Context: an optimization exercise on an open-source flow, tuned for small area. The choices shown serve that exercise and are no tape-out recipe. In this exercise RTL edits were held to simulation tests only and were not proved equivalent to the original. Power is estimated from default activity; no workload was simulated.

==> flow/design.v (excerpt) <==
module BobTop (
	clock,
	reset,
	rx,
	runway_override,
	emergency_override,
	tx,
	framing_error,
	runway_active,
	emergency,
	receiving,
	sending
);
	input wire clock;
	input wire reset;
	input wire rx;
	input wire [1:0] runway_override;
	input wire emergency_override;
	output reg tx;
	output wire framing_error;
	output wire [1:0] runway_active;
	output wire emergency;
	output wire receiving;
	output wire sending;
	reg [1:0] ro_temp;
	reg [1:0] ro_sync;
	reg eo_temp;
	reg eo_sync;
	always @(posedge clock) begin
		ro_temp <= runway_override;
		eo_temp <= emergency_override;
		ro_sync <= ro_temp;
		eo_sync <= eo_temp;
	end
	localparam [7:0] B0 = 8'h00;
	localparam [7:0] B108 = 8'h48;
	localparam [7:0] B217 = 8'h73;
	localparam [3:0] R_IDLE = 4'd0;
	localparam [3:0] R_START = 4'd1;
	localparam [3:0] R_D0 = 4'd2;
	localparam [3:0] R_D7 = 4'd9;
	localparam [3:0] R_STOP = 4'd10;
	localparam [3:0] R_FERR = 4'd11;
	localparam [3:0] R_IDLE8 = 4'd12;
	localparam [3:0] R_START8 = 4'd13;
	reg [7:0] rxb;
	reg [3:0] rph;
	reg [7:0] rdata;
	wire rtick = rxb == B217;
	wire r_idle = (rph == R_IDLE) | (rph == R_IDLE8);
	wire r_data = (rph >= R_D0) && (rph <= R_D7);
	wire r_stop = rph == R_STOP;
	wire r_ferr = rph == R_FERR;
	always @(posedge clock)
		if (reset | rtick)
  ...
clock: 40.0 ns
lec_check: 0
cap_margin: 20
core_margin: 2
core_utilization: 65
slew_margin: 20
standard.sh (not shown) runs the stock make flow with config.mk's settings and CLKGATE_MAP_FILE= SYNTH_SCRIPT=/design/flow/synth_recipe.tcl, a recipe that flattens the netlist after the stock synthesis.
==> flow/flow/run.sh <==
#!/bin/bash
# Own flow: the standard synthesis, then an area-oriented re-mapping of its
# combinational logic (registers kept as they are), then the standard layout.
# Each tool's output goes to a log file of its own in this folder.
set -euo pipefail
W=$(pwd)
R=$W/orfs/results/${FLOW_PLATFORM}/BobTop/base
L=$W/orfs/logs/${FLOW_PLATFORM}/BobTop/base
LIB=$FLOW_HOME/platforms/${FLOW_PLATFORM}/lib/sky130_fd_sc_hd__tt_025C_1v80.lib
YOSYS=$FLOW_HOME/../tools/install/yosys/bin/yosys
[[ -x $YOSYS ]] || YOSYS=yosys

bash standard.sh synth > $W/flow_synth.log 2>&1

# re-map the combinational logic for area
cp $R/1_2_yosys.v $W/synth_standard.v
DU=$(grep -m1 "abc -script" $L/1_2_yosys.log | grep -o -- "-dont_use [^ ]*" | tr '\n' ' ')
# three rounds of three re-mapping runs with different deepsyn seeds; each
# round starts from the smallest result so far
IN=$W/synth_standard.v
for r in 1; do
  for k in 1 2 3; do
    sed "s|-S 7|-S $((k + 3 * r))|" flow/area.abc > $W/area_${r}_$k.abc
    sed "s|@LIB@|$LIB|g; s|@DU@|$DU|g; s|@IN@|$IN|g; s|@OUT@|$W/synth_resyn_${r}_$k.v|g; s|@ABC@|$W/area_${r}_$k.abc|g" \
      flow/resyn.ys > $W/resyn_${r}_$k.ys
    $YOSYS -s $W/resyn_${r}_$k.ys > $W/flow_resyn_${r}_$k.log 2>&1 &
  done
  wait
  for k in 1 2 3; do
    a=$(grep "Chip area for module" $W/flow_resyn_${r}_$k.log | tail -1 | awk '{print $NF}')
    if [[ -n "$a" && -s $W/synth_resyn_${r}_$k.v ]] && grep -q "Found and reported 0 problems" $W/flow_resyn_${r}_$k.log; then
      if [[ -z "${best_area:-}" ]] || awk -v a="$a" -v b="$best_area" 'BEGIN{exit !(a<b)}'; then IN=$W/synth_resyn_${r}_$k.v; best_area=$a; fi
    fi
  done
  echo "round $r: best $IN with area ${best_area:-none}" >> $W/flow_resyn_choice.log
done
[[ $IN != $W/synth_standard.v ]]
cp $IN $W/synth_resyn.v
cp $W/synth_resyn.v $R/1_2_yosys.v

# clock tree of small buffers without dummy loads; port buffers of the
# smallest buffer
CTS="-sink_clustering_enable -repair_clock_nets -dont_use_dummy_load"
CTS="$CTS -sink_clustering_size 18 -sink_clustering_max_diameter 55"
CTS="$CTS -buf_list sky130_fd_sc_hd__clkbuf_8"
bash standard.sh "CTS_ARGS=$CTS" "BUFFER_PORTS_ARGS=-buffer_cell sky130_fd_sc_hd__buf_1" finish > $W/flow_finish.log 2>&1
==> flow/flow/area.abc <==
strash
dc2
&get -n
&deepsyn -T 30 -S 7
&dch -f
&nf -a -R 2000 -E 1000
&put
Other scripts of this flow, unchanged in this note and not shown: flow/flow/resyn.ys
Change:
==> flow/flow/run.sh (replaced) <==
#!/bin/bash
# Own flow: the standard synthesis, then an area-oriented re-mapping of its
# combinational logic (registers kept as they are), then the standard layout.
# Each tool's output goes to a log file of its own in this folder.
set -euo pipefail
W=$(pwd)
R=$W/orfs/results/${FLOW_PLATFORM}/BobTop/base
L=$W/orfs/logs/${FLOW_PLATFORM}/BobTop/base
LIB=$FLOW_HOME/platforms/${FLOW_PLATFORM}/lib/sky130_fd_sc_hd__tt_025C_1v80.lib
YOSYS=$FLOW_HOME/../tools/install/yosys/bin/yosys
[[ -x $YOSYS ]] || YOSYS=yosys

bash standard.sh synth > $W/flow_synth.log 2>&1

# re-map the combinational logic for area
cp $R/1_2_yosys.v $W/synth_standard.v
DU=$(grep -m1 "abc -script" $L/1_2_yosys.log | grep -o -- "-dont_use [^ ]*" | tr '\n' ' ')
# three runs of the re-mapping with different deepsyn seeds; keep the smallest
for k in 1 2 3; do
  sed "s|-S 7|-S $k|" flow/area.abc > $W/area_$k.abc
  sed "s|@LIB@|$LIB|g; s|@DU@|$DU|g; s|@IN@|$W/synth_standard.v|g; s|@OUT@|$W/synth_resyn_$k.v|g; s|@ABC@|$W/area_$k.abc|g" \
    flow/resyn.ys > $W/resyn_$k.ys
  $YOSYS -s $W/resyn_$k.ys > $W/flow_resyn_$k.log 2>&1 &
done
wait
best=""; best_area=""
for k in 1 2 3; do
  a=$(grep "Chip area for module" $W/flow_resyn_$k.log | tail -1 | awk '{print $NF}')
  if [[ -n "$a" && -s $W/synth_resyn_$k.v ]] && grep -q "Found and reported 0 problems" $W/flow_resyn_$k.log; then
    if [[ -z "$best" ]] || awk -v a="$a" -v b="$best_area" 'BEGIN{exit !(a<b)}'; then best=$k; best_area=$a; fi
  fi
done
echo "re-mapping runs: best $best with area $best_area" > $W/flow_resyn_choice.log
cp $W/synth_resyn_$best.v $W/synth_resyn.v
cp $W/synth_resyn.v $R/1_2_yosys.v

# clock tree of small buffers without dummy loads; port buffers of the
# smallest buffer
CTS="-sink_clustering_enable -repair_clock_nets -dont_use_dummy_load"
CTS="$CTS -sink_clustering_size 10 -sink_clustering_max_diameter 50"
CTS="$CTS -buf_list sky130_fd_sc_hd__clkbuf_4"
bash standard.sh "CTS_ARGS=$CTS" "BUFFER_PORTS_ARGS=-buffer_cell sky130_fd_sc_hd__buf_1" finish > $W/flow_finish.log 2>&1
==> flow/flow/area.abc (replaced) <==
strash
dc2
&get -n
&deepsyn -T 60 -S 7
&dch -f
&nf -a -R 2000 -E 1000
&put
- CORE_UTILIZATION: 65 -> 45
- CTS_BUF_LIST: not set -> sky130_fd_sc_hd__clkbuf_4
- CTS_CLUSTER_DIAMETER: not set -> 50
- CTS_CLUSTER_SIZE: not set -> 10
Power increases slightly.
Area after synthesis barely changes.
Final area grows slightly.
Register-to-register slack degrades by 0.95 ns.
Synthesized cell count decreases by a few percent.
Wire length came out higher by a few percent.

========
build 79:
Starting RTL as in the previous note.
clock: 40.0 ns
lec_check: 0
cap_margin: 20
core_margin: 2
core_utilization: 65
slew_margin: 20
==> flow/flow/run.sh <==
#!/bin/bash
# Own flow: the standard synthesis, then an area-oriented re-mapping of its
# combinational logic (registers kept as they are), then the standard layout.
# Each tool's output goes to a log file of its own in this folder.
set -euo pipefail
W=$(pwd)
R=$W/orfs/results/${FLOW_PLATFORM}/BobTop/base
L=$W/orfs/logs/${FLOW_PLATFORM}/BobTop/base
LIB=$FLOW_HOME/platforms/${FLOW_PLATFORM}/lib/sky130_fd_sc_hd__tt_025C_1v80.lib
YOSYS=$FLOW_HOME/../tools/install/yosys/bin/yosys
[[ -x $YOSYS ]] || YOSYS=yosys

bash standard.sh synth > $W/flow_synth.log 2>&1

# re-map the combinational logic for area
cp $R/1_2_yosys.v $W/synth_standard.v
DU=$(grep -m1 "abc -script" $L/1_2_yosys.log | grep -o -- "-dont_use [^ ]*" | tr '\n' ' ')
# three rounds of four re-mapping runs with different deepsyn seeds; each
# round starts from the smallest result so far
IN=$W/synth_standard.v
for r in 1 2 3; do
  for k in 1 2 3 4; do
    sed "s|-S 7|-S $((k + 4 * r))|" flow/area.abc > $W/area_${r}_$k.abc
    sed "s|@LIB@|$LIB|g; s|@DU@|$DU|g; s|@IN@|$IN|g; s|@OUT@|$W/synth_resyn_${r}_$k.v|g; s|@ABC@|$W/area_${r}_$k.abc|g" \
      flow/resyn.ys > $W/resyn_${r}_$k.ys
    $YOSYS -s $W/resyn_${r}_$k.ys > $W/flow_resyn_${r}_$k.log 2>&1 &
  done
  wait
  for k in 1 2 3 4; do
    a=$(grep "Chip area for module" $W/flow_resyn_${r}_$k.log | tail -1 | awk '{print $NF}')
    if [[ -n "$a" && -s $W/synth_resyn_${r}_$k.v ]] && grep -q "Found and reported 0 problems" $W/flow_resyn_${r}_$k.log; then
      if [[ -z "${best_area:-}" ]] || awk -v a="$a" -v b="$best_area" 'BEGIN{exit !(a<b)}'; then IN=$W/synth_resyn_${r}_$k.v; best_area=$a; fi
    fi
  done
  echo "round $r: best $IN with area ${best_area:-none}" >> $W/flow_resyn_choice.log
done
[[ $IN != $W/synth_standard.v ]]
cp $IN $W/synth_resyn.v
cp $W/synth_resyn.v $R/1_2_yosys.v

# clock tree of small buffers without dummy loads; port buffers of the
# smallest buffer
CTS="-sink_clustering_enable -repair_clock_nets -dont_use_dummy_load"
CTS="$CTS -sink_clustering_size 10 -sink_clustering_max_diameter 50"
CTS="$CTS -buf_list sky130_fd_sc_hd__clkbuf_4"
bash standard.sh "CTS_ARGS=$CTS" "BUFFER_PORTS_ARGS=-buffer_cell sky130_fd_sc_hd__buf_1" finish > $W/flow_finish.log 2>&1
==> flow/flow/area.abc <==
strash
dc2
&get -n
&deepsyn -T 240 -S 7
&dch -f
&nf -a -R 2000 -E 1000
&put
Other scripts of this flow, unchanged in this note and not shown: flow/flow/resyn.ys
The inputs of build 32 differ from those of build 79 as listed below.
==> flow/flow/run.sh <==
#!/bin/bash
# Own flow: the standard synthesis, then an area-oriented re-mapping of its
# combinational logic (registers kept as they are), then the standard layout.
# Each tool's output goes to a log file of its own in this folder.
set -euo pipefail
W=$(pwd)
R=$W/orfs/results/${FLOW_PLATFORM}/BobTop/base
L=$W/orfs/logs/${FLOW_PLATFORM}/BobTop/base
LIB=$FLOW_HOME/platforms/${FLOW_PLATFORM}/lib/sky130_fd_sc_hd__tt_025C_1v80.lib
YOSYS=$FLOW_HOME/../tools/install/yosys/bin/yosys
[[ -x $YOSYS ]] || YOSYS=yosys

bash standard.sh synth > $W/flow_synth.log 2>&1

# re-map the combinational logic for area
cp $R/1_2_yosys.v $W/synth_standard.v
DU=$(grep -m1 "abc -script" $L/1_2_yosys.log | grep -o -- "-dont_use [^ ]*" | tr '\n' ' ')
sed "s|@LIB@|$LIB|g; s|@DU@|$DU|g; s|@IN@|$W/synth_standard.v|g; s|@OUT@|$W/synth_resyn.v|g; s|@ABC@|$W/flow/area.abc|g" \
  flow/resyn.ys > $W/resyn.ys
$YOSYS -s $W/resyn.ys > $W/flow_resyn.log 2>&1
cp $W/synth_resyn.v $R/1_2_yosys.v

# clock tree of small buffers without dummy loads; port buffers of the
# smallest buffer
CTS="-sink_clustering_enable -repair_clock_nets -dont_use_dummy_load"
CTS="$CTS -sink_clustering_size 10 -sink_clustering_max_diameter 50"
CTS="$CTS -buf_list sky130_fd_sc_hd__clkbuf_4"
bash standard.sh "CTS_ARGS=$CTS" "BUFFER_PORTS_ARGS=-buffer_cell sky130_fd_sc_hd__buf_1" finish > $W/flow_finish.log 2>&1
==> flow/flow/area.abc <==
strash
dc2
&get -n
&deepsyn -T 60 -S 7
&dch -f
&nf -a -R 2000 -E 1000
&put
-- flow/config.mk --
<<< build 79, line 9
export CORE_MARGIN = 2
export CORE_UTILIZATION = 65
export SLEW_MARGIN = 20
>>> build 32, line 9
export CORE_MARGIN = 2
export CORE_UTILIZATION = 45
export CTS_BUF_LIST = sky130_fd_sc_hd__clkbuf_4
export CTS_CLUSTER_DIAMETER = 50
export CTS_CLUSTER_SIZE = 10
export SLEW_MARGIN = 20
==> comparison <==
- Looking only at post-route fraction of the period consumed by the critical path, and setting everything else aside, the higher value of build 32 and build 79 goes to build 79.
- Looking only at maximum frequency, and setting everything else aside, the lower value of build 32 and build 79 goes to build 79.
- Compared with build 79, build 32 shows synthesis-to-layout area growth higher by 1.5 points.
Input changes introduced in build 26 (baseline for comparison: build 32):
-- flow/flow/run.sh --
<<< build 32, line 17
DU=$(grep -m1 "abc -script" $L/1_2_yosys.log | grep -o -- "-dont_use [^ ]*" | tr '\n' ' ')
sed "s|@LIB@|$LIB|g; s|@DU@|$DU|g; s|@IN@|$W/synth_standard.v|g; s|@OUT@|$W/synth_resyn.v|g; s|@ABC@|$W/flow/area.abc|g" \
  flow/resyn.ys > $W/resyn.ys
$YOSYS -s $W/resyn.ys > $W/flow_resyn.log 2>&1
cp $W/synth_resyn.v $R/1_2_yosys.v
>>> build 26, line 17
DU=$(grep -m1 "abc -script" $L/1_2_yosys.log | grep -o -- "-dont_use [^ ]*" | tr '\n' ' ')
# three rounds of three re-mapping runs with different deepsyn seeds; each
# round starts from the smallest result so far
IN=$W/synth_standard.v
for r in 1 2 3; do
  for k in 1 2 3; do
    sed "s|-S 7|-S $((k + 3 * r))|" flow/area.abc > $W/area_${r}_$k.abc
    sed "s|@LIB@|$LIB|g; s|@DU@|$DU|g; s|@IN@|$IN|g; s|@OUT@|$W/synth_resyn_${r}_$k.v|g; s|@ABC@|$W/area_${r}_$k.abc|g" \
      flow/resyn.ys > $W/resyn_${r}_$k.ys
    $YOSYS -s $W/resyn_${r}_$k.ys > $W/flow_resyn_${r}_$k.log 2>&1 &
  done
  wait
  for k in 1 2 3; do
    a=$(grep "Chip area for module" $W/flow_resyn_${r}_$k.log | tail -1 | awk '{print $NF}')
    if [[ -n "$a" && -s $W/synth_resyn_${r}_$k.v ]] && grep -q "Found and reported 0 problems" $W/flow_resyn_${r}_$k.log; then
      if [[ -z "${best_area:-}" ]] || awk -v a="$a" -v b="$best_area" 'BEGIN{exit !(a<b)}'; then IN=$W/synth_resyn_${r}_$k.v; best_area=$a; fi
    fi
  done
  echo "round $r: best $IN with area ${best_area:-none}" >> $W/flow_resyn_choice.log
done
[[ $IN != $W/synth_standard.v ]]
cp $IN $W/synth_resyn.v
cp $W/synth_resyn.v $R/1_2_yosys.v
==> flow/flow/area.abc <==
strash
dc2
&get -n
&deepsyn -T 120 -S 7
&dch -f
&nf -a -R 2000 -E 1000
&put
-- flow/config.mk --
<<< build 32, line 9
export CORE_MARGIN = 2
export CORE_UTILIZATION = 45
export CTS_BUF_LIST = sky130_fd_sc_hd__clkbuf_4
export CTS_CLUSTER_DIAMETER = 50
export CTS_CLUSTER_SIZE = 10
export SLEW_MARGIN = 20
>>> build 26, line 9
export CORE_MARGIN = 2
export CORE_UTILIZATION = 65
export SLEW_MARGIN = 20
--- outcome ---
Build 26: PASS, flow complete, no timing, DRC or antenna violations
What build 32 reported for clock power has to be multiplied by 0.924 to get the figure for build 26.
Build 26 vs build 32 — die area dropped 6500 sq um.
Part of the power in the clock network ended up 2.9 points lower on build 26 than on build 32.
Delta (build 26 minus build 32): setup slack saw a decrease, final antenna-violating net count held steady, non-clock buffering overhead in the final layout shows no meaningful change, cell depth of the worst flop-to-flop path now sits lower.
In the tables for build 32 and build 26, post-layout total power reads lower with build 32.

port drivers added, routing unchanged:
The results above use ideal ports. As a check the final layouts listed here were re-extracted and re-timed, cells and wires unchanged.
Step 1, drivers: a clkbuf_16 drives clock and a buf_2 each remaining input, both assumed.
Step 2 times the ports against the registers' clock, not the clock port: input delays grow and output delays shrink by t, the midpoint of the rising clock arrivals with the driver on.
a / b / c = ideal ports / drivers / drivers and shift; a / b = the first two.
| run | shift t [ns] | setup WS [ns] | clock arrival spread, ns | worst slew at a driven data input, ns |
|---|---|---|---|---|
| the first run of note 1 | 0.522 | 23.511 / 23.492 / 23.492 | 0.039 / 0.039 | 0.03 |
| the second run of note 1 | 0.656 | 23.188 / 23.164 / 23.164 | 0.079 / 0.079 | 0.05 |
| build 79 | 0.653 | 23.319 / 23.300 / 23.300 | 0.025 / 0.025 | 0.03 |
| build 32 | 0.690 | 23.546 / 23.527 / 23.527 | 0.070 / 0.070 | 0.03 |
| build 26 | 0.649 | 23.526 / 23.507 / 23.507 | 0.074 / 0.074 | 0.03 |
After both steps every run listed still meets setup and hold. For the second run of note 1, which loses most, drivers alone change the setup slack by -0.024 ns; drivers and shift together by -0.024 ns.
